This design comes from an exercise in tuning for small area on the open sky130 flow, not from production work.
Only simulation tests tie the RTL to the original design; equivalence was not proved.
No run shown here takes its clock network from TritonCTS; it comes from the design's own scripts or RTL.
No driver is modelled on the clock port, so clock power and skew are understated where the tree is cut down; a real chip needs a root buffer or a tree.
Power figures rest on the tool's default switching activity, not on a simulated workload.

$ cat config.mk
export PLATFORM = sky130hd
export DESIGN_NAME = timer
export DESIGN_NICKNAME = timer
export VERILOG_FILES = /design/flow/design.v
export SDC_FILE = /design/flow/constraint.sdc
export NUM_CORES = 4
export LEC_CHECK = 0
export CAP_MARGIN = 20
export CORE_MARGIN = 2
export CORE_UTILIZATION = 50
export GPL_TIMING_DRIVEN = 0
export SLEW_MARGIN = 20
$ cat constraint.sdc
create_clock -name core_clock -period 4.0 [get_ports {clk}]
set_input_delay 0.8000 -clock core_clock [delete_from_list [all_inputs] [get_ports {clk}]]
set_output_delay 0.8000 -clock core_clock [all_outputs]
set_load 0.01 [all_outputs]
$ cat design.v
module timer #(
    parameter timerBaseAddr = 0,
    parameter timerbits = 16,
    parameter addrWidth = 32
) (
    input sel,
    enable,
    reset,
    clk,
    write,
    input logic [addrWidth-1:0] addr,
    input logic [timerbits-1:0] wdata,
    output logic [timerbits-1:0] rdata,
    output logic ready,
    slverr
);
  logic [1:0] apb_state;
  logic [timerbits-1:0] current_value;
  logic [timerbits-1:0] max_value_n;   
  wire [timerbits-1:0] max_value = ~max_value_n;
  logic pause;
  logic start;
  logic complete;   
  wire running = start && !complete;   
  wire [addrWidth-1:0] offs = addr - timerBaseAddr;
  wire in_range = (offs[addrWidth-1:2] == 0) && !(offs[1] && offs[0]);
  wire a_goal = offs[0];   
  wire a_curr = offs[1];   
  wire a_stat = !offs[1] && !offs[0];
  wire se = sel && enable;
  wire is_write = apb_state == 2'b10;
  wire is_read = apb_state == 2'b11;
  wire wr_cycle = reset && in_range && is_write && se;
  wire rd_cycle = reset && in_range && is_read && se;
  wire wr_stat = wr_cycle && a_stat;
  wire wr_goal = wr_cycle && a_goal;
  wire equal = current_value == max_value;
  wire goal_keep = reset && !wr_goal;
  wire [timerbits-1:0] goal_next_n = ~(({timerbits{wr_goal}} & wdata) |
                                   ({timerbits{goal_keep}} & max_value));
  wire cnt_keep = reset && !(wr_stat && !wdata[0]);
  wire [timerbits-1:0] carry;
  assign carry[0] = running && !pause;
  genvar i;
  generate
    for (i = 1; i < timerbits; i = i + 1) begin : g_carry
      assign carry[i] = carry[i-1] && current_value[i-1];
    end
  endgenerate
  wire [timerbits-1:0] cnt_next = {timerbits{cnt_keep}} & (current_value ^ carry);
  wire stat_keep = reset && !wr_stat;
  wire pause_next = (wr_stat && wdata[1]) || (stat_keep && pause);
  wire start_next = (wr_stat && wdata[0]) || (stat_keep && start);
  wire complete_next = stat_keep && (complete || (start && equal));
  wire bus_keep = reset && !in_range;
  wire bus_step = reset && in_range;
  logic [1:0] apb_next;
  always_comb begin
    case (apb_state)
      2'b00: apb_next = sel ? 2'b01 : 2'b00;
      2'b01: apb_next = se ? (write ? 2'b10 : 2'b11) : 2'b01;
      default: apb_next = se ? apb_state : 2'b00;
    endcase
    apb_next = ({2{bus_step}} & apb_next) | ({2{bus_keep}} & apb_state);
  end
  wire ready_next = (bus_step && apb_state[1]) || (bus_keep && ready);
  wire slverr_next = (bus_step && is_write && (slverr || (se && a_curr))) ||
                     (bus_keep && slverr);
  wire rd_keep = bus_keep || (bus_step && is_read && !se);
  wire rd_goal = rd_cycle && a_goal;
  wire rd_curr = rd_cycle && a_curr;
  wire rd_stat = rd_cycle && a_stat;
  wire [3:0] status = {complete, running, pause, start};
  wire [timerbits-1:0] rdata_next = ({timerbits{rd_goal}} & max_value) |
                                    ({timerbits{rd_curr}} & current_value) |
                                    ({timerbits{rd_stat}} & {{(timerbits-4){1'b0}}, status}) |
                                    ({timerbits{rd_keep}} & rdata);
  always @(posedge clk) begin
    apb_state <= apb_next;
    current_value <= cnt_next;
    max_value_n <= goal_next_n;
    pause <= pause_next;
    start <= start_next;
    complete <= complete_next;
    rdata <= rdata_next;
    ready <= ready_next;
    slverr <= slverr_next;
  end
endmodule
$ cat flow/run.sh
#!/bin/bash
# Layout flow: the standard flow (standard.sh) with these changes:
#  - synthesis is ORFS's synthesis script without the half-adder extraction
#    step, and with ABC run with each area-oriented script in flow/abc/,
#    keeping the smallest mapping (flow/abc_best.tcl);
#  - the ports are buffered with the smallest buffer (buf_1);
#  - the clock is buffered by flow/cts_hook.tcl (four clock buffers, each
#    driving a nearby group of flip-flops) instead of TritonCTS;
#  - the repair steps may use only small buffers (flow/small_bufs.tcl), and
#    cells whose *_1 size has the area of their *_0 size use the *_1 size
#    (flow/pre_resize.tcl).
# Each tool's full output is in the ORFS logs under orfs/logs/, and make's in
# the *.log files here.
set -euo pipefail
HERE=$(pwd)
FLOWDIR=$HERE/flow

# Synthesis script: ORFS's synth.tcl with ABC run by flow/abc_best.tcl.
sed "s|  log_cmd abc {\*}\$abc_args|  set area_abc_scripts [lsort [glob $FLOWDIR/abc/*.abc]]\n  source $FLOWDIR/abc_best.tcl|" \
  "$FLOW_HOME/scripts/synth.tcl" > "$HERE/area_synth.tcl"
grep -q "abc_best.tcl" "$HERE/area_synth.tcl"
sed "s|source \$::env(SCRIPTS_DIR)/synth.tcl|source $HERE/area_synth.tcl|" \
  "$HERE/synth_recipe.tcl" > "$HERE/area_synth_recipe.tcl"
grep -q "area_synth.tcl" "$HERE/area_synth_recipe.tcl"

# standard.sh with that synthesis script and no adder mapping.
sed -e "s|SYNTH_SCRIPT=[^ ]*|SYNTH_SCRIPT=$HERE/area_synth_recipe.tcl ADDER_MAP_FILE=|" \
  "$HERE/standard.sh" > "$HERE/area_standard.sh"
grep -q "area_synth_recipe.tcl" "$HERE/area_standard.sh"

export BUFFER_PORTS_ARGS="-buffer_cell sky130_fd_sc_hd__buf_1"
export PRE_CTS_TCL="$FLOWDIR/cts_hook.tcl"
export PRE_GLOBAL_PLACE_TCL="$FLOWDIR/small_bufs.tcl"
export PRE_RESIZE_TCL="$FLOWDIR/pre_resize.tcl"
export PRE_GLOBAL_ROUTE_TCL="$FLOWDIR/small_bufs.tcl"

bash "$HERE/area_standard.sh" > "$HERE/flow_make.log" 2>&1
$ cat flow/abc/b2.abc
strash
dch -f
amap
strash
dch -f
amap
topo
$ cat flow/abc/b4.abc
strash
dc2
dch -f
amap
topo
$ cat flow/abc/d1.abc
strash
dch -f
amap
strash
dch -f
amap
strash
dch -f
amap
topo
$ cat flow/abc/d7.abc
strash
dch -f
map -a
strash
dch -f
amap
topo
$ cat flow/abc/g3.abc
strash
dch -f
amap
strash
dch -f
amap
strash
balance; rewrite; refactor; balance; rewrite; rewrite -z; balance; refactor -z; rewrite -z; balance
dch -f
amap
topo
$ cat flow/abc/g6.abc
strash
dch -f
map -a
strash
dch -f
map -a
strash
dch -f
amap
topo
$ cat flow/abc/g8.abc
strash
fraig
balance -l
dch -f
amap
strash
balance -l
dch -f
amap
topo
$ cat flow/abc_best.tcl
# Sourced by the synthesis script in place of its single ABC run: map the
# design with each ABC script in area_abc_scripts and keep the smallest result.
design -save area_pre_abc
set area_best ""
set area_best_val 0
set area_stat [file join $::env(RESULTS_DIR) area_abc_stat.txt]
foreach area_script $area_abc_scripts {
  design -load area_pre_abc
  log_cmd abc {*}[lreplace $abc_args 1 1 $area_script]
  tee -q -o $area_stat stat {*}$lib_args
  set fh [open $area_stat]
  set txt [read $fh]
  close $fh
  if {![regexp {Chip area for module '[^']*': ([0-9.]+)} $txt -> a]} {
    error "no area from stat after $area_script"
  }
  puts "ABC script $area_script: area $a"
  if {$area_best eq "" || $a < $area_best_val} {
    set area_best $area_script
    set area_best_val $a
    design -save area_best_abc
  }
}
design -load area_best_abc
puts "Chosen ABC script $area_best: area $area_best_val"
$ cat flow/clkbuf.tcl
# Manual clock buffering: split the flip-flops on net clk into CLKB_N groups by
# k-means on their placed locations, and drive each group from its own
# CLKB_CELL buffer placed at the group's centre; the buffers' inputs are on clk.
proc manual_clock_buffers {n cell} {
  set db [ord::get_db]; set block [[$db getChip] getBlock]
  set net [$block findNet clk]
  set pts {}
  foreach it [$net getITerms] {
    set loc [[$it getInst] getLocation]
    lappend pts [list [lindex $loc 0] [lindex $loc 1] $it]
  }
  set pts [lsort -integer -index 0 $pts]
  set m [llength $pts]
  # initial centres: evenly spaced in x order
  set cs {}
  for {set g 0} {$g < $n} {incr g} {
    set e [lindex $pts [expr {int(($g + 0.5) * $m / $n)}]]
    lappend cs [list [lindex $e 0] [lindex $e 1]]
  }
  set cap [expr {int(ceil(double($m) / $n))}]
  for {set iter 0} {$iter < 30} {incr iter} {
    # balanced assignment: greedy by distance, each group at most cap sinks
    set pairs {}
    set i 0
    foreach p $pts {
      set g 0
      foreach c $cs {
        set d [expr {abs([lindex $p 0] - [lindex $c 0]) + abs([lindex $p 1] - [lindex $c 1])}]
        lappend pairs [list $d $i $g]
        incr g
      }
      incr i
    }
    set pairs [lsort -integer -index 0 $pairs]
    set asg [lrepeat $m -1]; set cnt [lrepeat $n 0]
    foreach pr $pairs {
      lassign $pr d i g
      if {[lindex $asg $i] >= 0} continue
      if {[lindex $cnt $g] >= $cap} continue
      lset asg $i $g; lset cnt $g [expr {[lindex $cnt $g] + 1}]
    }
    set ncs {}
    for {set g 0} {$g < $n} {incr g} {
      set sx 0; set sy 0; set k 0
      for {set i 0} {$i < $m} {incr i} {
        if {[lindex $asg $i] == $g} { set p [lindex $pts $i]; incr sx [lindex $p 0]; incr sy [lindex $p 1]; incr k }
      }
      if {$k > 0} { lappend ncs [list [expr {$sx / $k}] [expr {$sy / $k}]] } else { lappend ncs [lindex $cs $g] }
    }
    set cs $ncs
  }
  set master [$db findMaster $cell]
  set insts {}
  for {set g 0} {$g < $n} {incr g} {
    set inst [odb::dbInst_create $block $master clkbuf_manual_$g]
    set nn [odb::dbNet_create $block clk_manual_$g]
    $nn setSigType CLOCK
    for {set i 0} {$i < $m} {incr i} {
      if {[lindex $asg $i] == $g} { set it [lindex [lindex $pts $i] 2]; $it disconnect; $it connect $nn }
    }
    [$inst findITerm A] connect $net
    [$inst findITerm X] connect $nn
    $inst setLocation [lindex [lindex $cs $g] 0] [lindex [lindex $cs $g] 1]
    $inst setPlacementStatus PLACED
    $inst setSourceType TIMING
    lappend insts $inst
  }
  return $insts
}

# Clock slew at the flip-flops each buffer drives, from placement parasitics.
proc manual_clock_group_slew {inst} {
  set mx 0
  set nn [[$inst findITerm X] getNet]
  foreach it [$nn getITerms] {
    if {[$it isOutputSignal]} continue
    set p [get_pins [[$it getInst] getName]/[[$it getMTerm] getName]]
    set s [get_property $p slew_max]
    if {$s > $mx} { set mx $s }
  }
  return $mx
}

# Size each clock buffer up, one step at a time, until the clock slew at its
# flip-flops is at most max_slew (ns) by the placement estimate.
proc manual_clock_buffer_sizes {insts sizes max_slew} {
  foreach inst $insts {
    set i 0
    while {1} {
      estimate_parasitics -placement
      set s [manual_clock_group_slew $inst]
      set m [[$inst getMaster] getName]
      puts "clock buffer [$inst getName] $m: [llength [[[$inst findITerm X] getNet] getITerms]] pins, slew [format %.3f $s]"
      set i [lsearch $sizes $m]
      if {$s <= $max_slew || $i < 0 || $i + 1 >= [llength $sizes]} break
      replace_cell [get_cells [$inst getName]] [lindex $sizes [expr {$i + 1}]]
    }
  }
}
$ cat flow/cts_hook.tcl
# PRE_CTS hook: buffer the clock by hand instead of TritonCTS. The clock port
# drives four clock buffers; each drives a nearby group of flip-flops, and is
# sized up if the clock slew at its flip-flops would be high.
source [file join [file dirname [info script]] small_bufs.tcl]
source [file join [file dirname [info script]] clkbuf.tcl]
set_propagated_clock [all_clocks]
set clock_buffers [manual_clock_buffers 4 sky130_fd_sc_hd__clkbuf_8]
manual_clock_buffer_sizes $clock_buffers \
  {sky130_fd_sc_hd__clkbuf_8 sky130_fd_sc_hd__clkbuf_16} 0.110
proc clock_tree_synthesis {args} {
  puts "clock_tree_synthesis skipped: the clock was buffered by cts_hook.tcl"
}
$ cat flow/pre_resize.tcl
# PRE_RESIZE hook, before repair_design: the *_0 sizes of these cells have
# the same area as their *_1 sizes but drive less, so use the *_1 sizes, and
# keep the resizer to small buffers.
source [file join [file dirname [info script]] small_bufs.tcl]
foreach inst [get_cells *] {
  set m [get_property $inst ref_name]
  if {[regexp {^(sky130_fd_sc_hd__(o21ai|and2|or2|a21boi|o311ai))_0$} $m -> base]} {
    replace_cell $inst ${base}_1
  }
}
$ cat flow/small_bufs.tcl
# Hook for the steps that repair slew, capacitance and timing: keep the
# resizer to small buffers, so that an overloaded net gets a small buffer or a
# stronger driver instead of a large buffer.
set_dont_use {sky130_fd_sc_hd__buf_4 sky130_fd_sc_hd__buf_6 sky130_fd_sc_hd__buf_8
  sky130_fd_sc_hd__buf_12 sky130_fd_sc_hd__buf_16 sky130_fd_sc_hd__bufbuf_8
  sky130_fd_sc_hd__bufbuf_16}
$ cat standard.sh
#!/bin/bash
# synth_recipe.tcl (not shown) runs the flow's synth.tcl, then flattens the netlist and writes it again
# the make line also repeats each setting of config.mk as NAME=value (left out here)
make -C /OpenROAD-flow-scripts/flow DESIGN_CONFIG=/design/flow/config.mk WORK_HOME=/design/flow/orfs CLKGATE_MAP_FILE= SYNTH_SCRIPT=/design/flow/synth_recipe.tcl "${@:-finish}"
==> results of run 1 <==
==> worst reg2reg max path, stage by stage (launching register included) <==
cell,delay (ns)
sky130_fd_sc_hd__dfxtp_1,0.35
sky130_fd_sc_hd__clkinv_1,0.16
sky130_fd_sc_hd__nor3_1,0.28
sky130_fd_sc_hd__nand2_1,0.12
sky130_fd_sc_hd__nor2_1,0.18
sky130_fd_sc_hd__nand2_1,0.12
sky130_fd_sc_hd__nor2_1,0.17
sky130_fd_sc_hd__nand2_1,0.13
sky130_fd_sc_hd__nor2_1,0.18
sky130_fd_sc_hd__nand2_1,0.11
sky130_fd_sc_hd__nor2_1,0.18
sky130_fd_sc_hd__nand2_1,0.12
sky130_fd_sc_hd__nor2_1,0.19
sky130_fd_sc_hd__nand2_1,0.11
sky130_fd_sc_hd__nor2_1,0.19
sky130_fd_sc_hd__nand2_1,0.13
sky130_fd_sc_hd__nor2_1,0.18
sky130_fd_sc_hd__and2_1,0.19
sky130_fd_sc_hd__nor2_1,0.05
sky130_fd_sc_hd__a211oi_1,0.15
==> kinds of logic (layout without fill, tap and decap cells) <==
family | after synthesis | in the layout | share of synthesized area
DFF | 55 | 55 | 0.521
buffers and inverters | 18 | 92 | 0.0320
and+or+nand+nor | 86 | 86 | 0.176
AOI/OAI and AO/OA | 89 | 89 | 0.271
==> per-stage QoR <==
step,setup slack (ns),TNS (ns),cell area (um2)
2_1_floorplan,0.760,0,2110
3_3_place_gp,-0.328,-7.73,2440
3_5_place_dp,0.184,0,2450
4_1_cts,0.329,0,2510
5_1_grt,0.127,0,2510
6_report,0.547,0,2510
==> layout make-up, without the clock buffers <==
| type | count | area [um2] | area share |
|---|---|---|---|
| well taps | 50 | 62.6 | 0.0249 |
| multi-input cells | 175 | 965 | 0.384 |
| inverters | 18 | 67.6 | 0.0269 |
| repair buffers | 70 | 263 | 0.105 |
| flip-flops and latches | 55 | 1100 | 0.438 |
==> power by group through the flow <==
| stage | combinational, mW | sequential (mW) | clock, mW |
|---|---|---|---|
| 3_5_place_dp | 0.0371 | 0.560 | 0 |
| 5_1_grt | 0.0421 | 0.547 | 0.254 |
| 4_1_cts | 0.0371 | 0.547 | 0.233 |
| 6_report | 0.0380 | 0.547 | 0.231 |
| 3_3_place_gp | 0.0354 | 0.560 | 0 |
| 2_1_floorplan | 0.0105 | 0.560 | 0 |
==> path summary, 6_finish.rpt <==
| path | from | endpoint | slack [ns] | cells after the start |
|---|---|---|---|---|
| max reg2reg | start | current_value[15] | 0.66 | 19 |
| min reg2reg | ready | ready | 0.46 | 1 |
| min | ready | ready | 0.46 | 1 |
| max | addr[9] | current_value[0] | 0.55 | 12 |
==> metal layers <==
layer	wire, um	share of wire	global-route usage	up-vias
met5	0	0	0	-
met4	55	0.010	0.0343	0
met3	402	0.075	0.0227	7
met2	2470	0.46	0.397	89
met1	2460	0.46	0.328	916
li1	-	-	-	1074
==> cells in the final DEF (no fill, tap or decap), types with 4 or more instances in the layout <==
cell,instances
sky130_fd_sc_hd__a211oi_1,9
sky130_fd_sc_hd__buf_1,70
sky130_fd_sc_hd__clkbuf_8,4
sky130_fd_sc_hd__o22ai_1,5
sky130_fd_sc_hd__nor4_1,6
sky130_fd_sc_hd__clkinv_1,18
sky130_fd_sc_hd__nor3_1,8
sky130_fd_sc_hd__nand4_1,4
sky130_fd_sc_hd__a21oi_1,23
sky130_fd_sc_hd__a22oi_1,8
sky130_fd_sc_hd__o221ai_1,7
sky130_fd_sc_hd__nand2_1,16
sky130_fd_sc_hd__dfxtp_1,55
sky130_fd_sc_hd__o21ai_1,20
sky130_fd_sc_hd__nor2_1,45
==> synthesized netlist by cell type <==
master                      instances  area, um2
sky130_fd_sc_hd__a2111oi_0          3       26.3
sky130_fd_sc_hd__a211oi_1           9       67.6
sky130_fd_sc_hd__a21o_1             1       7.51
sky130_fd_sc_hd__a21oi_1           24        120
sky130_fd_sc_hd__a221o_1            1       10.0
sky130_fd_sc_hd__a221oi_1           2       17.5
sky130_fd_sc_hd__a22o_1             3       26.3
sky130_fd_sc_hd__a22oi_1            8       60.1
sky130_fd_sc_hd__a311oi_1           1       8.76
sky130_fd_sc_hd__and2_0             1       6.26
sky130_fd_sc_hd__clkinv_1          18       67.6
sky130_fd_sc_hd__dfxtp_1           55       1100
sky130_fd_sc_hd__nand2_1           16       60.1
sky130_fd_sc_hd__nand3_1            3       15.0
sky130_fd_sc_hd__nand4_1            4       25.0
sky130_fd_sc_hd__nor2_1            46        173
sky130_fd_sc_hd__nor3_1             8       40.0
sky130_fd_sc_hd__nor4_1             6       37.5
sky130_fd_sc_hd__nor4b_1            1       8.76
sky130_fd_sc_hd__o2111ai_1          1       8.76
sky130_fd_sc_hd__o21a_1             1       7.51
sky130_fd_sc_hd__o21ai_0           22        110
sky130_fd_sc_hd__o221ai_1           7       61.3
sky130_fd_sc_hd__o22ai_1            5       31.3
sky130_fd_sc_hd__o32ai_1            1       8.76
sky130_fd_sc_hd__or2_0              1       6.26
==> registers in the layout, indices dropped and copies added (netlist names) <==
register       flops
pause              1
ready              1
rdata             16
current_value     16
complete           1
start              1
slverr             1
max_value_n       16
apb_state          2
==> summary.txt, run 1 <==
result of the run no timing/DRC/antenna violations; per-instance average area after synthesis 8.52 um2; routed wirelength normalized by instance count 14.5 um; number of diodes added for antenna fixing 0; Placement Rows 23; number of cells in the design after placement 368; CP required 4.02 ns; sum of overflow across all layers after global routing 0; Post-Synthesis Cell Area 2110 um2; peak per-stage delay on the critical path 0.41 ns; net count of the mapped netlist 301; fraction of layout cells with a size suffix above 1 0.0248; initial antenna violation count 0; cell at the slowest stage of the critical path sky130_fd_sc_hd__a21oi_4; number of buffer cells added on primary ports 70; final hold viol count 0; net switching share of the total power 0.199; post-CTS resize count 0; Final Core Density 0.624; Crit path max-delay family simple AND/OR/NAND/NOR gates; estimated wirelength of the detail-placed design 3960 um; maximum capacitance violations 0; crit path kind input pin to register; Clock Pin Slew Worst Setup and Hold Paths 0.09 ns; starting density of the core 0.524; total of endpoints with negative setup slack in the final report 0; Die Span Y 69.0 um; DRT iter0 DRCs 107; wire length of the first global-routing pass 8520 um; share of total power in sequential cells 0.670; worst path buffer plus inverter count 1; Logic pwr share 0.047; cells traversed along the worst timing path buf_1 -> nor4_1 -> nand4_1 -> a21oi_1 -> nand4_1 -> or2_1 -> nor3_1 -> nand3_1 -> nor3_1 -> nor2_1 -> a21oi_4 -> nor2_1; worst hold slack after final layout 0.458 ns; overall global routing resource usage 0.233; internal power summed over all cells 0.654 mW; IO Pins 71; final critical delay including setup and external delays 3.45 ns; per-cell via count in the routed design 5.61; Startpoint Class input pin; pwr/cell area 325 nW/um2; weighted congestion reported at the end of routability-driven placement 0.840; number of filler instances in the final layout 392; total DRC errors in the routed layout 0; net switching power figure 0.162 mW; final std cells w/o fill 372; Detailed Route WL 5390 um; core outline area 4030 um2; Seq cells post-synth 55; Post-layout nets 377; die span in x 69.0 um; clock network fraction of total power 0.283; static leakage power 0.786 nW; worst-path fanout max 16; first-pass detailed-route iteration total 4; WP data arrival 3.47 ns; warning count from the yosys run 1; sequential-to-total area share from yosys stat 0.521; max-slew headroom at the worst pin 0.461; detailed-route via count 2086; sum of internal, switching and leakage power 0.816 mW; highest achievable clock rate 0.290 GHz; Critical Path End Type register; Hold Path Class register to register; portion of the clock cycle consumed by the worst path in the final layout 0.863; slew at the pin with the worst max-slew slack 0.808 ns; synthesis-to-finish area growth 19.0%; via count of the first global-routing pass 1854; die area 4760 um2; post-CTS repair timing setup buffer count 0; worst-skew pair later-pin latency 0.15 ns; final worst clock skew 0.00940 ns; Max IR drop VDD 0.231 mV; setup repair after global routing missed its margin false; final antenna-violating net count 0; Synth Instances 248; Hold-fix buffers, CTS 0; library cells used by synthesis 26; largest net degree at the start of global routing 17; final count of pins violating max slew 0
==> inputs of run 2 (changes only) <==
--- a/config.mk
+++ b/config.mk
@@ -7,6 +7,6 @@
 export LEC_CHECK = 0
 export CAP_MARGIN = 20
 export CORE_MARGIN = 2
-export CORE_UTILIZATION = 50
+export CORE_UTILIZATION = 60
 export GPL_TIMING_DRIVEN = 0
 export SLEW_MARGIN = 20
==> run 2 against run 1 <==
  * Still clean
  * Critical path depth stayed put
  * Total power down 0.60%
  * Cell count down 1.1%
  * Area after synthesis unchanged
  * Clock power is essentially flat
  * First-iteration DRC count unchanged
  * Worst hold slack improved by 0.0017 ns
  * Combinational power shrank 4%
  * Die area down 16%
  * Setup slack got worse by 0.096 ns
  * Global-route usage increased by 2.5 points
  * Flip-flop and latch count unchanged
  * Highest routed layer unchanged
==> summary.txt, run 2 <==
warning count from the yosys run 1 (unchanged); portion of the clock cycle consumed by the worst path in the final layout 0.887 (was 0.863); number of cells in the design after placement 364 (was 368); final count of pins violating max slew 0 (unchanged); maximum capacitance violations 0 (unchanged); Hold-fix buffers, CTS 0 (unchanged); estimated wirelength of the detail-placed design 3830 um (was 3960 um); fraction of registers with async set or reset after synthesis 0 (unchanged); Post-Synthesis Cell Area 2110 um2 (unchanged); static leakage power 0.785 nW (was 0.786 nW); critical path launch point addr[9] (unchanged); starting density of the core 0.628 (was 0.524); post-CTS resize count 0 (unchanged); Die Span Y 63.3 um (was 69.0 um); via count of the first global-routing pass 1885 (was 1854); CP required 4.00 ns (was 4.02 ns); share of synthesized area spent on multiplexers 0 (unchanged); die area 4010 um2 (was 4760 um2); Clock Pin Slew Worst Setup and Hold Paths 0.09 ns (about the same); first-pass detailed-route iteration total 4 (unchanged); die span in x 63.3 um (was 69.0 um); cell depth of the worst hold path 1 (unchanged); final hold viol count 0 (unchanged); peak per-stage delay on the critical path 0.57 ns (was 0.41 ns); largest net degree at the start of global routing 17 (unchanged); Simple-Gate Fraction of Synth Area 0.176 (unchanged); Startpoint Class input pin (unchanged); area share of the largest cell type after synthesis 0.521 (unchanged); Crit path max-delay family simple AND/OR/NAND/NOR gates (unchanged); Max IR drop VDD 0.291 mV (was 0.231 mV); r2r endpoint current_value[15] (unchanged); library cells used by synthesis 26 (unchanged); ranking of synthesized cells by instance count sky130_fd_sc_hd__dfxtp_1, sky130_fd_sc_hd__nor2_1, sky130_fd_sc_hd__a21oi_1 (unchanged); final std cells w/o fill 368 (was 372); result of the run no timing/DRC/antenna violations (unchanged); launch instance of the worst min-delay path ready (unchanged); total of endpoints with negative setup slack in the final report 0 (unchanged); weighted congestion reported at the end of routability-driven placement 0.886 (was 0.840); routed wirelength normalized by instance count 14.0 um (was 14.5 um); final worst clock skew 0.00749 ns (was 0.00940 ns); worst-path fanout max 16 (unchanged); highest achievable clock rate 0.282 GHz (was 0.290 GHz); per-instance average area after synthesis 8.52 um2 (unchanged); compound-cell area share of the yosys netlist 0.271 (unchanged); cell at the slowest stage of the critical path sky130_fd_sc_hd__a21oi_2 (was sky130_fd_sc_hd__a21oi_4); most common cell after layout, fill and taps aside sky130_fd_sc_hd__buf_1 (unchanged); fraction of layout cells with a size suffix above 1 0.0248 (unchanged); DRT iter0 DRCs 107 (unchanged); top library cells by usage in the layout, fill and taps aside sky130_fd_sc_hd__buf_1, sky130_fd_sc_hd__dfxtp_1, sky130_fd_sc_hd__nor2_1, sky130_fd_sc_hd__a21oi_1, sky130_fd_sc_hd__o21ai_1 (unchanged); number of buffer cells added on primary ports 70 (unchanged); Critical Path End Type register (unchanged); final antenna-violating net count 0 (unchanged); FF-to-FF path depth 19 (unchanged); sequential-to-total area share from yosys stat 0.521 (unchanged); sum of overflow across all layers after global routing 0 (unchanged); final critical delay including setup and external delays 3.55 ns (was 3.45 ns); setup repair after global routing missed its margin false (unchanged); wire length of the first global-routing pass 8570 um (was 8520 um); worst path buffer plus inverter count 1 (unchanged); startpoint of the worst register-to-register path start (unchanged); number of enable flip-flop cells after synthesis 0 (unchanged); reg-to-reg setup timing slack 0.53 ns (was 0.66 ns); Seq cells post-synth 55 (unchanged); max-slew headroom at the worst pin 0.489 (was 0.461); synthesis-to-finish area growth 18.4% (was 19.0%); net count of the mapped netlist 301 (unchanged); worst-skew pair later-pin latency 0.15 ns (about the same); crit path kind input pin to register (unchanged); overall global routing resource usage 0.258 (was 0.233); post-CTS repair timing setup buffer count 0 (unchanged); final-layout setup total negative slack 0 ns (unchanged); Adder-Cell Fraction of Synth Area 0 (unchanged); detailed-route via count 2127 (was 2086); most frequently used flop master after synthesis sky130_fd_sc_hd__dfxtp_1 (unchanged); Synth Instances 248 (unchanged); Detailed Route WL 5150 um (was 5390 um); Placement Rows 21 (was 23); per-cell via count in the routed design 5.78 (was 5.61); Post-Synth XOR/XNOR Area 0 (unchanged); cell with the most instances after synthesis sky130_fd_sc_hd__dfxtp_1 (unchanged); WP data arrival 3.55 ns (was 3.47 ns); largest registers ranked by flip-flop count current_value: 16 flops, max_value_n: 16 flops, rdata: 16 flops (unchanged); Hold Path Class register to register (unchanged); pwr/cell area 324 nW/um2 (was 325 nW/um2); core outline area 3360 um2 (was 4030 um2); initial antenna violation count 0 (unchanged); area leader, netlist sky130_fd_sc_hd__dfxtp_1 (unchanged); dominant cells by area after synthesis sky130_fd_sc_hd__dfxtp_1, sky130_fd_sc_hd__nor2_1, sky130_fd_sc_hd__a21oi_1 (unchanged); main combinational cell family by area after synthesis compound AO/OA/AOI/OAI gates (unchanged); number of diodes added for antenna fixing 0 (unchanged); sum of internal, switching and leakage power 0.811 mW (was 0.816 mW); Post-layout nets 377 (unchanged); cells traversed along the worst timing path buf_1 -> nor4_1 -> nand4_1 -> a21oi_1 -> nand4_1 -> or2_1 -> nor3_1 -> nand3_1 -> nor3_1 -> nor2_1 -> a21oi_2 -> a211oi_1 (was buf_1 -> nor4_1 -> nand4_1 -> a21oi_1 -> nand4_1 -> or2_1 -> nor3_1 -> nand3_1 -> nor3_1 -> nor2_1 -> a21oi_4 -> nor2_1); IO Pins 71 (unchanged); total DRC errors in the routed layout 0 (unchanged); slew at the pin with the worst max-slew slack 0.767 ns (was 0.808 ns); Hold Path End ready (unchanged)
## run 2: cell count changes in the layout (fill, tap and decap cells not counted)
cell                      before  now
sky130_fd_sc_hd__a21oi_2       0    1
sky130_fd_sc_hd__a21oi_4       1    0
## run 2: area by class of cell, without the clock buffers
cell class | count | area (um2)
Inverter | 18 | 67.6
Sequential cell | 55 | 1100
Fill cell | 290 | 862
Timing Repair Buffer | 70 | 263
Tap cell | 46 | 57.6
Multi-Input combinational cell | 175 | 957
## run 2: how the worst max path moves through the flow
stage,slack (ns),cells past startpoint,end
after floorplan,0.76,11,current_value[15]
after global placement,-0.17,11,rdata[2]
after detailed placement,0.28,12,current_value[10]
after CTS,0.43,12,current_value[1]
after global routing,0.04,19,current_value[15]
final,0.45,12,current_value[1]
## run 2: report_power, final
group,switching [mW],internal [mW],leakage (nW),total [mW]
clock network,0.136,0.0921,0.0288,0.228
registers,0.00000000180,0.547,0.443,0.547
logic,0.0219,0.0144,0.313,0.0364
total,0.158,0.653,0.785,0.811
## run 2: routing by layer
| layer | share of wire | vias up | global-route usage |
|---|---|---|---|
| li1 | - | 1080 | - |
| met1 | 0.47 | 963 | 0.348 |
| met2 | 0.47 | 80 | 0.474 |
| met3 | 0.055 | 4 | 0.0143 |
| met4 | 0.0099 | 0 | 0.0217 |
| met5 | 0 | - | 0 |
## run 2: logic make-up (layout without fill, tap and decap cells)
kind of cell,Yosys count,count (layout)
flops,55,55
buf+inv,18,92
simple gates,86,86
compound gates,89,89
## run 2: through the flow
step           utilization  setup WS, ns  area [um2]  hold slack (ns)
2_1_floorplan            -         0.760        2110            0.458
3_3_place_gp         0.723        -0.166        2430            0.437
3_5_place_dp         0.727         0.279        2450            0.445
4_1_cts              0.744         0.435        2500            0.465
5_1_grt              0.744        0.0435        2500            0.495
6_report             0.744         0.451        2500            0.459
==> inputs of run 3 (changes only) <==
--- a/config.mk
+++ b/config.mk
@@ -5,8 +5,8 @@
 export SDC_FILE = /design/flow/constraint.sdc
 export NUM_CORES = 4
 export LEC_CHECK = 0
-export CAP_MARGIN = 20
+export CAP_MARGIN = 5
 export CORE_MARGIN = 2
 export CORE_UTILIZATION = 60
 export GPL_TIMING_DRIVEN = 0
-export SLEW_MARGIN = 20
+export SLEW_MARGIN = 5
==> run 3 against run 2 <==
  * Still clean
  * Worst hold slack about the same
  * First-iteration DRC count down 12%
  * Area after synthesis unchanged
  * Critical path type unchanged
==> summary.txt, run 3 <==
result of the run no timing/DRC/antenna violations (unchanged); share of total power in sequential cells 0.675 (was 0.674); max-slew headroom at the worst pin 0.174 (was 0.489); final standard cell area without fillers 2500 um2 (about the same); IO Pins 71 (unchanged); WP data arrival 3.52 ns (was 3.55 ns); critical path launch point addr[9] (unchanged); static leakage power 0.785 nW (about the same); sequential-to-total area share from yosys stat 0.521 (unchanged); final critical delay including setup and external delays 3.53 ns (was 3.55 ns); die span in x 63.3 um (unchanged); cell with the most instances after synthesis sky130_fd_sc_hd__dfxtp_1 (unchanged); placement-stage worst setup slack -0.123 ns (was 0.279 ns); CP required 3.99 ns (was 4.00 ns); compound-cell area share of the yosys netlist 0.271 (unchanged); FF-to-FF path depth 19 (unchanged); most frequently used flop master after synthesis sky130_fd_sc_hd__dfxtp_1 (unchanged); portion of the clock cycle consumed by the worst path in the final layout 0.883 (was 0.887); number of buffer cells added on primary ports 70 (unchanged); total of endpoints with negative setup slack in the final report 0 (unchanged); least setup slack across all paths after layout 0.467 ns (was 0.451 ns); reg-to-reg setup timing slack 0.50 ns (was 0.53 ns); Critical Path End Type register (unchanged); first-pass detailed-route iteration total 4 (unchanged); worst hold slack after final layout 0.459 ns (about the same); net switching share of the total power 0.194 (about the same); overall global routing resource usage 0.261 (was 0.258); Hold Path Class register to register (unchanged); most common cell after layout, fill and taps aside sky130_fd_sc_hd__buf_1 (unchanged); number of cells in the design after placement 364 (unchanged); Logic pwr share 0.046 (was 0.045); area leader, netlist sky130_fd_sc_hd__dfxtp_1 (unchanged); sum of internal, switching and leakage power 0.810 mW (was 0.811 mW); largest registers ranked by flip-flop count current_value: 16 flops, max_value_n: 16 flops, rdata: 16 flops (unchanged); Detailed Route WL 5230 um (was 5150 um); startpoint of the worst register-to-register path start (unchanged); main combinational cell family by area after synthesis compound AO/OA/AOI/OAI gates (unchanged); initial antenna violation count 0 (unchanged); core outline area 3360 um2 (unchanged); maximum capacitance violations 0 (unchanged); ranking of synthesized cells by instance count sky130_fd_sc_hd__dfxtp_1, sky130_fd_sc_hd__nor2_1, sky130_fd_sc_hd__a21oi_1 (unchanged); top routing layer in use met4 (unchanged); slew at the pin with the worst max-slew slack 1.24 ns (was 0.767 ns); Startpoint Class input pin (unchanged); Die Span Y 63.3 um (unchanged); wire length of the first global-routing pass 8630 um (was 8570 um); total DRC errors in the routed layout 0 (unchanged); worst-skew pair later-pin latency 0.15 ns (about the same); number of filler instances in the final layout 290 (unchanged); final std cells w/o fill 368 (unchanged); r2r endpoint current_value[15] (unchanged); per-cell via count in the routed design 5.79 (was 5.78); sum of overflow across all layers after global routing 0 (unchanged); Seq cells post-synth 55 (unchanged); total placed instance area 2430 um2 (was 2450 um2); net count of the mapped netlist 301 (unchanged); detailed-route via count 2129 (was 2127); Simple-Gate Fraction of Synth Area 0.176 (unchanged); Placement Rows 21 (unchanged); number of enable flip-flop cells after synthesis 0 (unchanged); crit path kind input pin to register (unchanged); highest achievable clock rate 0.283 GHz (was 0.282 GHz); estimated wirelength of the detail-placed design 3870 um (was 3830 um); fraction of layout cells with a size suffix above 1 0.0186 (was 0.0248); Clock Pin Slew Worst Setup and Hold Paths 0.09 ns (about the same); cell depth of the worst hold path 1 (unchanged); final hold viol count 0 (unchanged); area share of the largest cell type after synthesis 0.521 (unchanged); final worst clock skew 0.00523 ns (was 0.00749 ns); die area 4010 um2 (unchanged); largest net degree at the start of global routing 17 (unchanged); setup repair after global routing missed its margin false (unchanged); clock network fraction of total power 0.279 (was 0.281); via count of the first global-routing pass 1905 (was 1885); net switching power figure 0.157 mW (was 0.158 mW); warning count from the yosys run 1 (unchanged); top library cells by usage in the layout, fill and taps aside sky130_fd_sc_hd__buf_1, sky130_fd_sc_hd__dfxtp_1, sky130_fd_sc_hd__nor2_1, sky130_fd_sc_hd__a21oi_1, sky130_fd_sc_hd__o21ai_1 (unchanged); Post-Synth XOR/XNOR Area 0 (unchanged); Met1 Routed Length 2280 um (was 2390 um); termination of the worst setup path max_value_n[15] (was current_value[1]); pwr/cell area 324 nW/um2 (about the same); fraction of registers with async set or reset after synthesis 0 (unchanged); routed wirelength normalized by instance count 14.2 um (was 14.0 um); Post-layout nets 377 (unchanged); Synth Instances 248 (unchanged); per-instance average area after synthesis 8.52 um2 (unchanged); Post-Synthesis Cell Area 2110 um2 (unchanged); Max IR drop VDD 0.269 mV (was 0.291 mV); worst-path fanout max 16 (unchanged); total met2 wirelength after detailed routing 2500 um (was 2420 um); share of synthesized area spent on multiplexers 0 (unchanged); Adder-Cell Fraction of Synth Area 0 (unchanged); internal power summed over all cells 0.654 mW (was 0.653 mW); Hold-fix buffers, CTS 0 (unchanged); final antenna-violating net count 0 (unchanged); number of diodes added for antenna fixing 0 (unchanged); final count of pins violating max slew 0 (unchanged); synthesis-to-finish area growth 18.5% (was 18.4%); met3 WL post-DR 400 um (was 283 um); weighted congestion reported at the end of routability-driven placement 0.886 (unchanged); DRT iter0 DRCs 94 (was 107); library cells used by synthesis 26 (unchanged); starting density of the core 0.628 (unchanged); dominant cells by area after synthesis sky130_fd_sc_hd__dfxtp_1, sky130_fd_sc_hd__nor2_1, sky130_fd_sc_hd__a21oi_1 (unchanged)
[run 3: logic make-up (layout without fill, tap and decap cells)]
| family | Yosys count | after routing |
|---|---|---|
| compound gates | 89 | 89 |
| flops | 55 | 55 |
| buf+inv | 18 | 92 |
| simple gates | 86 | 86 |
[run 3: metal layers]
metal | vias up | track usage
met5 | - | 0
met4 | 0 | 0.0190
met3 | 6 | 0.0179
met2 | 86 | 0.478
met1 | 963 | 0.352
li1 | 1074 | -
[run 3: worst min path at each step]
stage / start / endpoint / slack [ns]
2_1_floorplan: start / start / 0.46
3_5_place_dp: ready / ready / 0.44
6_report: ready / ready / 0.46
4_1_cts: ready / ready / 0.47
3_3_place_gp: ready / ready / 0.44
5_1_grt: ready / ready / 0.50
[run 3: final cells by class, without the clock buffers]
type / count / area [um2] / share of cell area
timing repair buffer: 70 / 263 / 0.105
inverter: 18 / 67.6 / 0.0270
multi-input combinational: 175 / 958 / 0.383
sequential: 55 / 1100 / 0.440
tap: 46 / 57.6 / 0.0230
[run 3: power by group through the flow]
stage	combinational (mW)	clock (mW)	sequential, mW
2_1_floorplan	0.0105	0	0.560
3_3_place_gp	0.0344	0	0.560
3_5_place_dp	0.0353	0	0.560
4_1_cts	0.0355	0.229	0.547
5_1_grt	0.0416	0.250	0.547
6_report	0.0371	0.226	0.547
[run 3: what timing repair did]
action | in CTS | in global routing
buffers inserted | 0 | 0
setup endpoints to repair | 0 | 16
gates resized for setup | 0 | 2
[run 3: stage by stage]
stage	setup TNS, ns	util
detailed placement	-1.59	0.723
floorplan	0	-
global route	0	0.744
CTS	0	0.740
finish	0	0.744
global placement	-3.69	0.723
[run 3: worst max-delay path: stages]
cell and delay (ns):
sky130_fd_sc_hd__buf_1 0.07, sky130_fd_sc_hd__nor4_1 0.31, sky130_fd_sc_hd__nand4_1 0.15, sky130_fd_sc_hd__a21oi_1 0.14, sky130_fd_sc_hd__nand4_1 0.14, sky130_fd_sc_hd__or2_1 0.29, sky130_fd_sc_hd__nor3_1 0.26, sky130_fd_sc_hd__nand3_1 0.21
sky130_fd_sc_hd__nor2_1 0.97, sky130_fd_sc_hd__a21oi_1 0.18
==> inputs of run 4 (changes only) <==
--- a/flow/run.sh
+++ b/flow/run.sh
@@ -4,7 +4,7 @@
 #    step, and with ABC run with each area-oriented script in flow/abc/,
 #    keeping the smallest mapping (flow/abc_best.tcl);
 #  - the ports are buffered with the smallest buffer (buf_1);
-#  - the clock is buffered by flow/cts_hook.tcl (four clock buffers, each
+#  - the clock is buffered by flow/cts_hook.tcl (three or four clock buffers, each
 #    driving a nearby group of flip-flops) instead of TritonCTS;
 #  - the repair steps may use only small buffers (flow/small_bufs.tcl), and
 #    cells whose *_1 size has the area of their *_0 size use the *_1 size
==> flow/abc/d5.abc (new file) <==
strash
dch -f
amap
strash
dch -f
amap
strash
dch -f
amap
strash
dch -f
amap
topo
==> flow/abc/k1.abc (new file) <==
strash
dch -f
amap
strash
dch -f
amap
strash
dch -f
amap
strash
dch -f
amap
strash
dch -f
amap
topo
==> flow/abc/k3.abc (new file) <==
strash
dch -f
amap
strash
dch -f
amap
strash
dch -f
map -a
strash
dch -f
amap
topo
==> flow/abc/r12.abc (new file) <==
strash
dch -f
amap
strash
dch -f
amap
strash
dch -f
amap
strash
dch -f
amap
strash
dch -f
amap
strash
dch -f
amap
strash
dch -f
amap
strash
dch -f
amap
strash
dch -f
amap
strash
dch -f
amap
strash
dch -f
amap
strash
dch -f
amap
strash
dch -f
amap
topo
--- a/flow/clkbuf.tcl
+++ b/flow/clkbuf.tcl
@@ -97,3 +97,65 @@
     }
   }
 }
+
+# Undo manual_clock_buffers: put the flip-flops back on clk and delete the
+# buffers and their nets.
+proc manual_clock_undo {insts} {
+  set block [[[ord::get_db] getChip] getBlock]
+  set net [$block findNet clk]
+  foreach inst $insts {
+    set nn [[$inst findITerm X] getNet]
+    foreach it [$nn getITerms] {
+      if {[$it getInst] eq $inst} continue
+      $it disconnect
+      $it connect $net
+    }
+    odb::dbInst_destroy $inst
+    odb::dbNet_destroy $nn
+  }
+}
+
+proc manual_clock_area {insts} {
+  set a 0
+  foreach inst $insts {
+    set m [$inst getMaster]
+    set a [expr {$a + [$m getWidth] * [$m getHeight]}]
+  }
+  return $a
+}
+
+proc manual_clock_max_slew {insts} {
+  estimate_parasitics -placement
+  set mx 0
+  foreach inst $insts {
+    set s [manual_clock_group_slew $inst]
+    if {$s > $mx} { set mx $s }
+  }
+  return $mx
+}
+
+# Try each {groups first_cell} configuration, sizing buffers up as needed to
+# meet max_slew, and keep the one with the least buffer area.
+proc manual_clock_tree {configs sizes max_slew} {
+  set best ""
+  set best_area 0
+  foreach cfg $configs {
+    lassign $cfg n cell
+    set insts [manual_clock_buffers $n $cell]
+    manual_clock_buffer_sizes $insts $sizes $max_slew
+    set a [manual_clock_area $insts]
+    set s [manual_clock_max_slew $insts]
+    puts "clock configuration $n x $cell: buffer area [expr {$a / 1e6}] um2, slew [format %.3f $s]"
+    manual_clock_undo $insts
+    if {$s <= $max_slew && ($best eq "" || $a < $best_area)} {
+      set best $cfg
+      set best_area $a
+    }
+  }
+  if {$best eq ""} { set best [lindex $configs end] }
+  lassign $best n cell
+  puts "clock configuration chosen: $n x $cell"
+  set insts [manual_clock_buffers $n $cell]
+  manual_clock_buffer_sizes $insts $sizes $max_slew
+  return $insts
+}
==> flow/cts_hook.tcl (replaced) <==
# PRE_CTS hook: buffer the clock by hand instead of TritonCTS. The clock port
# drives three or four clock buffers; each drives a nearby group of
# flip-flops. Three buffers are used if the clock slew at the flip-flops
# stays low enough by the placement estimate, else four; a buffer is sized
# up if its flip-flops' clock slew would be high.
source [file join [file dirname [info script]] small_bufs.tcl]
source [file join [file dirname [info script]] clkbuf.tcl]
set_propagated_clock [all_clocks]
set clock_buffers [manual_clock_tree \
  {{3 sky130_fd_sc_hd__clkbuf_8} {4 sky130_fd_sc_hd__clkbuf_8}} \
  {sky130_fd_sc_hd__clkbuf_8 sky130_fd_sc_hd__clkbuf_16} 0.118]
proc clock_tree_synthesis {args} {
  puts "clock_tree_synthesis skipped: the clock was buffered by cts_hook.tcl"
}
--- a/config.mk
+++ b/config.mk
@@ -5,8 +5,8 @@
 export SDC_FILE = /design/flow/constraint.sdc
 export NUM_CORES = 4
 export LEC_CHECK = 0
-export CAP_MARGIN = 5
+export CAP_MARGIN = 20
 export CORE_MARGIN = 2
 export CORE_UTILIZATION = 60
 export GPL_TIMING_DRIVEN = 0
-export SLEW_MARGIN = 5
+export SLEW_MARGIN = 20
==> run 4 against run 3 <==
  * Setup slack better by 0.14 ns
  * First-iteration DRC count is 120% higher
  * Clock skew is 0.0095 ns higher
  * Flip-flop and latch count stayed put
  * Maximum frequency is 4.2% higher
  * Combinational power hardly changed
  * Highest routed layer unchanged
==> summary.txt, run 4 <==
result of the run no timing/DRC/antenna violations (unchanged); crit path kind register to register (was input pin to register); Met1 Routed Length 2320 um (was 2280 um); die area 3990 um2 (was 4010 um2); post-CTS repair timing setup buffer count 0 (unchanged); die span in x 63.2 um (was 63.3 um); most common cell after layout, fill and taps aside sky130_fd_sc_hd__buf_1 (unchanged); wire length of the first global-routing pass 8510 um (was 8630 um); Post-Synthesis Cell Area 2100 um2 (was 2110 um2); Seq cells post-synth 55 (unchanged); highest achievable clock rate 0.295 GHz (was 0.283 GHz); Synth Instances 246 (was 248); DRT iter0 DRCs 204 (was 94); portion of the clock cycle consumed by the worst path in the final layout 0.848 (was 0.883); cell depth of the worst hold path 2 (was 1); startpoint of the worst register-to-register path start (unchanged); post-CTS resize count 0 (unchanged); first-pass detailed-route iteration total 4 (unchanged); CP required 4.08 ns (was 3.99 ns); per-cell via count in the routed design 5.71 (was 5.79); Die Span Y 63.2 um (was 63.3 um); total of endpoints with negative setup slack in the final report 0 (unchanged); overall global routing resource usage 0.257 (was 0.261); sum of internal, switching and leakage power 0.792 mW (was 0.810 mW); final-layout setup total negative slack 0 ns (unchanged); top routing layer in use met4 (unchanged); detailed-route via count 2085 (was 2129); sum of overflow across all layers after global routing 0 (unchanged); Clock Pin Slew Worst Setup and Hold Paths 0.12 ns (was 0.09 ns); placement-stage worst setup slack 0.450 ns (was -0.123 ns); warning count from the yosys run 1 (unchanged); via count of the first global-routing pass 1902 (was 1905); IO Pins 71 (unchanged); estimated wirelength of the detail-placed design 3810 um (was 3870 um); ranking of synthesized cells by instance count sky130_fd_sc_hd__dfxtp_1, sky130_fd_sc_hd__nor2_1, sky130_fd_sc_hd__nand2_1 (was sky130_fd_sc_hd__dfxtp_1, sky130_fd_sc_hd__nor2_1, sky130_fd_sc_hd__a21oi_1); weighted congestion reported at the end of routability-driven placement 0.867 (was 0.886); largest registers ranked by flip-flop count current_value: 16 flops, max_value_n: 16 flops, rdata: 16 flops (unchanged); area share of the largest cell type after synthesis 0.523 (was 0.521); met3 WL post-DR 365 um (was 400 um); largest net degree at the start of global routing 20 (was 17); synthesis-to-finish area growth 18.3% (was 18.5%); Hold-fix buffers, CTS 0 (unchanged); total DRC errors in the routed layout 0 (unchanged); initial antenna violation count 0 (unchanged); final standard cell area without fillers 2490 um2 (was 2500 um2); net count of the mapped netlist 299 (was 301); final worst clock skew 0.0147 ns (was 0.00523 ns); setup repair after global routing missed its margin false (unchanged); Detailed Route WL 5090 um (was 5230 um); number of diodes added for antenna fixing 0 (unchanged); routed wirelength normalized by instance count 13.9 um (was 14.2 um); max-slew headroom at the worst pin 0.479 (was 0.174); launch instance of the worst min-delay path ready (unchanged); dominant cells by area after synthesis sky130_fd_sc_hd__dfxtp_1, sky130_fd_sc_hd__nor2_1, sky130_fd_sc_hd__a21oi_1 (unchanged); slew at the pin with the worst max-slew slack 0.781 ns (was 1.24 ns); core outline area 3360 um2 (unchanged); static leakage power 0.778 nW (was 0.785 nW); Startpoint Class register (was input pin); number of filler instances in the final layout 275 (was 290); fraction of layout cells with a size suffix above 1 0.0219 (was 0.0186); number of enable flip-flop cells after synthesis 0 (unchanged); FF-to-FF path depth 18 (was 19); Post-layout nets 374 (was 377); WP data arrival 3.48 ns (was 3.52 ns); least setup slack across all paths after layout 0.607 ns (was 0.467 ns); Placement Rows 21 (unchanged); Critical Path End Type register (unchanged); cell with the most instances after synthesis sky130_fd_sc_hd__dfxtp_1 (unchanged); fraction of registers with async set or reset after synthesis 0 (unchanged); final antenna-violating net count 0 (unchanged); worst-skew pair later-pin latency 0.17 ns (was 0.15 ns); final hold viol count 0 (unchanged); final count of pins violating max slew 0 (unchanged); critical path launch point start (was addr[9]); Final Core Density 0.740 (was 0.744); starting density of the core 0.625 (was 0.628); worst-path fanout max 3 (was 16); most frequently used flop master after synthesis sky130_fd_sc_hd__dfxtp_1 (unchanged); per-instance average area after synthesis 8.55 um2 (was 8.52 um2); maximum capacitance violations 0 (unchanged); number of buffer cells added on primary ports 70 (unchanged); pwr/cell area 318 nW/um2 (was 324 nW/um2); area leader, netlist sky130_fd_sc_hd__dfxtp_1 (unchanged); Max IR drop VDD 0.321 mV (was 0.269 mV); Hold Path Class register to register (unchanged); final critical delay including setup and external delays 3.39 ns (was 3.53 ns); total placed instance area 2450 um2 (was 2430 um2); library cells used by synthesis 25 (was 26); top library cells by usage in the layout, fill and taps aside sky130_fd_sc_hd__buf_1, sky130_fd_sc_hd__dfxtp_1, sky130_fd_sc_hd__nor2_1, sky130_fd_sc_hd__nand2_1 (was sky130_fd_sc_hd__buf_1, sky130_fd_sc_hd__dfxtp_1, sky130_fd_sc_hd__nor2_1, sky130_fd_sc_hd__a21oi_1, sky130_fd_sc_hd__o21ai_1); sequential-to-total area share from yosys stat 0.523 (was 0.521); total met2 wirelength after detailed routing 2340 um (was 2500 um)
run 4: worst paths after layout:
path                                     endpoint  slack, ns
worst max-delay path            current_value[15]       0.61
worst min-delay path                        ready       0.45
worst max register to register  current_value[15]       0.61
worst min register to register              ready       0.45
run 4: critical path: stages, from the launching register on:
cell and delay (ns):
sky130_fd_sc_hd__dfxtp_1 0.39, sky130_fd_sc_hd__clkinv_1 0.13, sky130_fd_sc_hd__nor3_1 0.24, sky130_fd_sc_hd__nand2_1 0.12, sky130_fd_sc_hd__nor2_1 0.17, sky130_fd_sc_hd__nand2_1 0.11
sky130_fd_sc_hd__nor2_1 0.23, sky130_fd_sc_hd__nand2_1 0.12, sky130_fd_sc_hd__nor2_1 0.18, sky130_fd_sc_hd__nand2_1 0.12, sky130_fd_sc_hd__nor2_1 0.19, sky130_fd_sc_hd__nand2_1 0.13
sky130_fd_sc_hd__nor2_1 0.19, sky130_fd_sc_hd__nand2_1 0.12, sky130_fd_sc_hd__nor2_1 0.17, sky130_fd_sc_hd__nand2_1 0.12, sky130_fd_sc_hd__nor2_1 0.19, sky130_fd_sc_hd__nand2_1 0.10
sky130_fd_sc_hd__a221oi_1 0.29
run 4: cells by family after synthesis:
logic type             synth area share
buffers and inverters            0.0357
AOI/OAI and AO/OA                 0.271
DFF                               0.523
and+or+nand+nor                   0.170
run 4: cell type report, without the clock buffers:
cell class | instances | area [um2] | area share
Multi-Input combinational cell | 171 | 951 | 0.382
Tap cell | 46 | 57.6 | 0.0231
Inverter | 20 | 75.1 | 0.0302
Sequential cell | 55 | 1100 | 0.442
Timing Repair Buffer | 70 | 263 | 0.106
run 4: report_power, final:
part | leakage, nW | switching (mW) | internal (mW)
Combinational | 0.313 | 0.0226 | 0.0149
Sequential | 0.443 | 0.00000000188 | 0.547
Clock | 0.0216 | 0.137 | 0.0701
run 4: per-stage QoR:
step	hold WS (ns)	std cells
after CTS	0.455	365
after global routing	0.495	365
after detailed placement	0.436	362
after global placement	0.435	362
final	0.451	365
after floorplan	0.465	246
run 4: metal layers:
metal | vias to the layer above | global-route usage
li1 | 1065 | -
met1 | 932 | 0.360
met2 | 81 | 0.447
met3 | 7 | 0.0196
met4 | 0 | 0.0380
met5 | - | 0
==> inputs of run 5 (changes only) <==
--- a/config.mk
+++ b/config.mk
@@ -7,6 +7,6 @@
 export LEC_CHECK = 0
 export CAP_MARGIN = 20
 export CORE_MARGIN = 2
-export CORE_UTILIZATION = 60
+export CORE_UTILIZATION = 55
 export GPL_TIMING_DRIVEN = 0
 export SLEW_MARGIN = 20
==> run 5 against run 4 <==
  * Clock power is essentially flat
  * Sequential share of layout area barely moved
  * Worst hold slack gained 0.014 ns
  * Area after synthesis unchanged
  * Cell count up 0.55%
  * Final area is 0.10% higher
  * Clock skew fell by 0.0094 ns
  * Sequential power is essentially flat
  * Critical path type is now input pin to register
==> summary.txt, run 5 <==
Post-layout nets 374 (unchanged); pwr/cell area 318 nW/um2 (about the same); Max IR drop VDD 0.366 mV (was 0.321 mV); Critical Path End Type register (unchanged); WP data arrival 3.51 ns (was 3.48 ns); share of total power in sequential cells 0.691 (about the same); cell at the slowest stage of the critical path sky130_fd_sc_hd__a21oi_2 (was sky130_fd_sc_hd__dfxtp_1); detailed-route via count 2104 (was 2085); IO Pins 71 (unchanged); total of endpoints with negative setup slack in the final report 0 (unchanged); final antenna-violating net count 0 (unchanged); maximum capacitance violations 0 (unchanged); Hold Path End ready (unchanged); Placement Rows 22 (was 21); slew at the pin with the worst max-slew slack 0.791 ns (was 0.781 ns); synthesis-to-finish area growth 18.4% (was 18.3%); area leader, netlist sky130_fd_sc_hd__dfxtp_1 (unchanged); top library cells by usage in the layout, fill and taps aside sky130_fd_sc_hd__buf_1, sky130_fd_sc_hd__dfxtp_1, sky130_fd_sc_hd__nor2_1, sky130_fd_sc_hd__nand2_1 (unchanged); total placed instance area 2450 um2 (about the same); max-slew headroom at the worst pin 0.473 (was 0.479); launch instance of the worst min-delay path ready (unchanged); highest achievable clock rate 0.287 GHz (was 0.295 GHz); Die Span Y 65.8 um (was 63.2 um); worst-skew pair later-pin latency 0.16 ns (was 0.17 ns); most frequently used flop master after synthesis sky130_fd_sc_hd__dfxtp_1 (unchanged); wire length of the first global-routing pass 8220 um (was 8510 um); area of combinational cells with multiple inputs 951 um2 (unchanged); number of buffer cells added on primary ports 70 (unchanged); net switching share of the total power 0.202 (about the same); Detailed Route WL 5280 um (was 5090 um); Hold Path Class register to register (unchanged); static leakage power 0.778 nW (unchanged); area share of the largest cell type after synthesis 0.523 (unchanged); number of diodes added for antenna fixing 0 (unchanged); Seq cells post-synth 55 (unchanged); initial antenna violation count 0 (unchanged); estimated wirelength of the detail-placed design 3850 um (was 3810 um); number of enable flip-flop cells after synthesis 0 (unchanged); r2r endpoint current_value[15] (unchanged); Startpoint Class input pin (was register); per-instance average area after synthesis 8.55 um2 (unchanged); setup repair after global routing missed its margin false (unchanged); final hold viol count 0 (unchanged); Hold-fix buffers, CTS 0 (unchanged); Synth Instances 246 (unchanged); worst path buffer plus inverter count 1 (unchanged); peak per-stage delay on the critical path 0.59 ns (was 0.39 ns); post-CTS repair timing setup buffer count 0 (unchanged); fraction of registers with async set or reset after synthesis 0 (unchanged); sequential-to-total area share from yosys stat 0.523 (unchanged); worst-path fanout max 16 (was 3); die area 4330 um2 (was 3990 um2); net switching power figure 0.160 mW (about the same); sum of overflow across all layers after global routing 0 (unchanged); most common cell after layout, fill and taps aside sky130_fd_sc_hd__buf_1 (unchanged); final standard cell area without fillers 2490 um2 (about the same); worst hold slack after final layout 0.465 ns (was 0.451 ns); net count of the mapped netlist 299 (unchanged); ranking of synthesized cells by instance count sky130_fd_sc_hd__dfxtp_1, sky130_fd_sc_hd__nor2_1, sky130_fd_sc_hd__nand2_1 (unchanged); Crit path max-delay family simple AND/OR/NAND/NOR gates (unchanged); DRT iter0 DRCs 103 (was 204); total DRC errors in the routed layout 0 (unchanged); final count of pins violating max slew 0 (unchanged); sum of internal, switching and leakage power 0.792 mW (about the same); portion of the clock cycle consumed by the worst path in the final layout 0.872 (was 0.848); cell with the most instances after synthesis sky130_fd_sc_hd__dfxtp_1 (unchanged); core outline area 3660 um2 (was 3360 um2); startpoint of the worst register-to-register path start (unchanged); internal power summed over all cells 0.632 mW (about the same); largest registers ranked by flip-flop count current_value: 16 flops, max_value_n: 16 flops, rdata: 16 flops (unchanged); CP required 4.02 ns (was 4.08 ns); FF-to-FF path depth 18 (unchanged); overall global routing resource usage 0.238 (was 0.257); Clock Pin Slew Worst Setup and Hold Paths 0.11 ns (was 0.12 ns); number of filler instances in the final layout 328 (was 275); result of the run no timing/DRC/antenna violations (unchanged); final critical delay including setup and external delays 3.49 ns (was 3.39 ns); fraction of layout cells with a size suffix above 1 0.0219 (unchanged); dominant cells by area after synthesis sky130_fd_sc_hd__dfxtp_1, sky130_fd_sc_hd__nor2_1, sky130_fd_sc_hd__a21oi_1 (unchanged); library cells used by synthesis 25 (unchanged); Final Core Density 0.680 (was 0.740); final worst clock skew 0.00533 ns (was 0.0147 ns); post-CTS resize count 0 (unchanged); crit path kind input pin to register (was register to register); clock network fraction of total power 0.261 (was 0.262); via count of the first global-routing pass 1808 (was 1902); cell depth of the worst hold path 2 (unchanged); weighted congestion reported at the end of routability-driven placement 0.840 (was 0.867); per-cell via count in the routed design 5.73 (was 5.71); Logic pwr share 0.048 (was 0.047); first-pass detailed-route iteration total 5 (was 4); routed wirelength normalized by instance count 14.4 um (was 13.9 um); combined flip-flop and latch cell area 1100 um2 (unchanged); final-layout setup total negative slack 0 ns (unchanged); Post-Synthesis Cell Area 2100 um2 (unchanged); warning count from the yosys run 1 (unchanged); cells traversed along the worst timing path buf_1 -> nor4_1 -> nand4_1 -> a211oi_1 -> nand3_1 -> nor2_1 -> nand2_1 -> nor3_1 -> nor2_1 -> a21oi_2 -> a211oi_1 (was clkinv_1 -> nor3_1 -> nand2_1 -> nor2_1 -> nand2_1 -> nor2_1 -> nand2_1 -> nor2_1 -> nand2_1 -> nor2_1 -> nand2_1 -> nor2_1 -> nand2_1 -> nor2_1 -> nand2_1 -> nor2_1 -> nand2_1 -> a221oi_1); die span in x 65.8 um (was 63.2 um); largest net degree at the start of global routing 20 (unchanged); starting density of the core 0.575 (was 0.625); reg-to-reg setup timing slack 0.63 ns (was 0.61 ns)
-- run 5: cell counts after synthesis --
No cell type changed its count.
-- run 5: per-stage QoR --
| stage | instances | worst slack [ns] |
|---|---|---|
| after floorplan | 246 | 0.877 |
| after global placement | 364 | -0.164 |
| after detailed placement | 364 | 0.310 |
| after CTS | 367 | 0.488 |
| after global routing | 367 | 0.0834 |
| final | 367 | 0.510 |
-- run 5: worst min-delay path, delay by kind of cell (launching register included) --
family        cells  cell delay [ns]
simple gates      2             0.10
flops             1             0.33
-- run 5: per-layer routing --
metal	part of all wire	GRT usage	wire (um)	vias to the layer above
met5	0	0	0	-
met4	0.012	0.0286	65	0
met3	0.045	0.00852	236	7
met2	0.48	0.431	2550	66
met1	0.46	0.325	2430	964
li1	-	-	-	1067
-- run 5: power groups by stage --
stage,clock [mW],sequential (mW),combinational [mW]
6_report,0.207,0.547,0.0378
5_1_grt,0.233,0.548,0.0423
4_1_cts,0.208,0.547,0.0382
3_5_place_dp,0,0.560,0.0380
3_3_place_gp,0,0.560,0.0349
2_1_floorplan,0,0.560,0.0110
-- run 5: area by class of cell, without the clock buffers --
class | instances | share of cell area
well taps | 48 | 0.0241
repair buffers | 70 | 0.105
multi-input cells | 171 | 0.382
flip-flops and latches | 55 | 0.442
inverters | 20 | 0.0301
-- run 5: worst max-delay path by stage --
| stage | endpoint | depth (start not counted) | start | slack, ns |
|---|---|---|---|---|
| CTS | current_value[5] | 11 | addr[9] | 0.49 |
| finish | current_value[5] | 11 | addr[9] | 0.51 |
| global route | current_value[7] | 11 | addr[13] | 0.08 |
| floorplan | current_value[15] | 10 | addr[21] | 0.88 |
| global placement | rdata[1] | 8 | addr[13] | -0.16 |
| detailed placement | current_value[5] | 11 | addr[9] | 0.31 |
-- run 5: cell families after synthesis --
family,synth area share
and+or+nand+nor,0.170
AOI/OAI and AO/OA,0.271
buffers and inverters,0.0357
DFF,0.523
==> inputs of run 6 (changes only) <==
--- a/config.mk
+++ b/config.mk
@@ -7,6 +7,6 @@
 export LEC_CHECK = 0
 export CAP_MARGIN = 20
 export CORE_MARGIN = 2
-export CORE_UTILIZATION = 55
+export CORE_UTILIZATION = 65
 export GPL_TIMING_DRIVEN = 0
 export SLEW_MARGIN = 20
==> run 6 against run 5 <==
  * Still clean on timing, DRC and antenna
  * Core utilization grew 13 points
  * Routed wire length is 1.6% higher
  * Critical path depth up 7
  * Global-route usage up 4.7 points
  * Area after synthesis stayed put
  * Clock skew grew 0.0086 ns
==> summary.txt, run 6 <==
total DRC errors in the routed layout 0 (unchanged); launch instance of the worst min-delay path ready (unchanged); post-CTS repair timing setup buffer count 0 (unchanged); number of enable flip-flop cells after synthesis 0 (unchanged); IO Pins 71 (unchanged); fraction of registers with async set or reset after synthesis 0 (unchanged); worst-skew pair later-pin latency 0.17 ns (was 0.16 ns); portion of the clock cycle consumed by the worst path in the final layout 0.888 (was 0.872); synthesis-to-finish area growth 18.3% (was 18.4%); cell at the slowest stage of the critical path sky130_fd_sc_hd__dfxtp_1 (was sky130_fd_sc_hd__a21oi_2); per-cell via count in the routed design 5.93 (was 5.73); overall global routing resource usage 0.285 (was 0.238); Hold-fix buffers, CTS 0 (unchanged); result of the run no timing/DRC/antenna violations (unchanged); Synth Instances 246 (unchanged); Placement Rows 20 (was 22); library cells used by synthesis 25 (unchanged); top library cells by usage in the layout, fill and taps aside sky130_fd_sc_hd__buf_1, sky130_fd_sc_hd__dfxtp_1, sky130_fd_sc_hd__nor2_1, sky130_fd_sc_hd__nand2_1 (unchanged); crit path kind register to register (was input pin to register); maximum capacitance violations 0 (unchanged); cell depth of the worst hold path 2 (unchanged); net count of the mapped netlist 299 (unchanged); total of endpoints with negative setup slack in the final report 0 (unchanged); placement-stage worst setup slack 0.357 ns (was 0.310 ns); Crit path max-delay family simple AND/OR/NAND/NOR gates (unchanged); max-slew headroom at the worst pin 0.469 (was 0.473); weighted congestion reported at the end of routability-driven placement 0.873 (was 0.840); number of buffer cells added on primary ports 70 (unchanged); wire length of the first global-routing pass 8200 um (was 8220 um); worst path buffer plus inverter count 1 (unchanged); highest achievable clock rate 0.282 GHz (was 0.287 GHz); per-instance average area after synthesis 8.55 um2 (unchanged); pwr/cell area 319 nW/um2 (was 318 nW/um2); FF-to-FF path depth 18 (unchanged); Post-Synthesis Cell Area 2100 um2 (unchanged); Clock Pin Slew Worst Setup and Hold Paths 0.12 ns (was 0.11 ns); Final Core Density 0.809 (was 0.680); WP data arrival 3.63 ns (was 3.51 ns); DRT iter0 DRCs 153 (was 103); sum of overflow across all layers after global routing 0 (unchanged); Die Span Y 60.9 um (was 65.8 um); area share of the largest cell type after synthesis 0.523 (unchanged); least setup slack across all paths after layout 0.450 ns (was 0.510 ns); Post-layout nets 375 (was 374); Critical Path End Type register (unchanged); final critical delay including setup and external delays 3.55 ns (was 3.49 ns); reg-to-reg setup timing slack 0.45 ns (was 0.63 ns); setup repair after global routing missed its margin false (unchanged); Seq cells post-synth 55 (unchanged)
## run 6: how the worst max path moves through the flow
stage                  start                 to  depth (start not counted)
floorplan           addr[21]  current_value[15]                         10
global placement    addr[21]           rdata[1]                          8
detailed placement  addr[21]  current_value[15]                         11
CTS                    start  current_value[15]                         18
global route           start  current_value[15]                         18
finish                 start  current_value[15]                         18
## run 6: stage by stage
stage / hold slack, ns / cells / total power [mW] / cell area [um2] / TNS (ns)
after floorplan: 0.465 / 246 / 0.571 / 2100 / 0
after global placement: 0.432 / 360 / 0.594 / 2420 / -0.00639
after detailed placement: 0.444 / 361 / 0.597 / 2450 / 0
after CTS: 0.462 / 364 / 0.791 / 2490 / 0
after global routing: 0.480 / 364 / 0.814 / 2490 / 0
final: 0.458 / 364 / 0.794 / 2490 / 0
## run 6: final cells by class, without the clock buffers
cell class	instances	area, um2
flip-flops and latches	55	1100
multi-input cells	171	948
fillers	233	589
repair buffers	71	268
inverters	20	75.1
well taps	44	55.1
## run 6: power by group
part / switching (mW) / total, mW / leakage, nW / internal, mW
Sequential: 0.00000000182 / 0.547 / 0.443 / 0.547
Combinational: 0.0227 / 0.0375 / 0.318 / 0.0149
Clock: 0.139 / 0.209 / 0.0216 / 0.0701
## run 6: cell families (layout without fill, tap and decap cells)
family	count (synthesis)	in the layout	share of synthesized area
DFF	55	55	0.523
and+or+nand+nor	86	86	0.170
buffers and inverters	20	94	0.0357
AOI/OAI and AO/OA	85	85	0.271
## run 6: worst reg2reg max path, cell delays in order, from the launching register on
cell and delay [ns]:
sky130_fd_sc_hd__dfxtp_1 0.37, sky130_fd_sc_hd__clkinv_1 0.13, sky130_fd_sc_hd__nor3_1 0.27, sky130_fd_sc_hd__nand2_1 0.14, sky130_fd_sc_hd__nor2_1 0.20, sky130_fd_sc_hd__nand2_1 0.12
sky130_fd_sc_hd__nor2_1 0.18, sky130_fd_sc_hd__nand2_1 0.13, sky130_fd_sc_hd__nor2_1 0.22, sky130_fd_sc_hd__nand2_1 0.15, sky130_fd_sc_hd__nor2_1 0.21, sky130_fd_sc_hd__nand2_1 0.13
sky130_fd_sc_hd__nor2_1 0.18, sky130_fd_sc_hd__nand2_1 0.11, sky130_fd_sc_hd__nor2_1 0.18, sky130_fd_sc_hd__nand2_1 0.11, sky130_fd_sc_hd__nor2_1 0.19, sky130_fd_sc_hd__nand2_1 0.12
sky130_fd_sc_hd__a221oi_1 0.31
## run 6: routing by layer
| layer | routed length, um | vias to the layer above | GRT usage | part of all wire |
|---|---|---|---|---|
| met1 | 2270 | 996 | 0.352 | 0.42 |
| met4 | 105 | 0 | 0.0745 | 0.020 |
| met5 | 0 | - | 0 | 0 |
| met2 | 2660 | 87 | 0.527 | 0.50 |
| li1 | - | 1063 | - | - |
| met3 | 328 | 13 | 0.0299 | 0.061 |

## port drivers added, routing unchanged
Ports are ideal in the flow. The routed layouts listed here were re-timed in OpenROAD.
Step 1 sets driving cells, clkbuf_16 on the clock port and buf_2 on the other inputs (assumed; they add their load-dependent delay and slew).
Step 2, shift: input delay + t, output delay - t, t = (earliest + latest rising clock arrival at the registers) / 2. This alone moves slack from input paths to output paths.
a / b / c = no drivers / after step 1 / after step 2; a / b = the first two.
run | t (ns) | slack for setup (ns)
run 1 | 0.200 | 0.547 / 0.580 / 0.380
run 2 | 0.196 | 0.451 / 0.482 / 0.286
run 3 | 0.198 | 0.467 / 0.501 / 0.303
run 4 | 0.209 | 0.607 / 0.607 / 0.466
run 5 | 0.207 | 0.510 / 0.530 / 0.323
run 6 | 0.207 | 0.450 / 0.450 / 0.275
After both steps setup and hold are still met in every run listed.
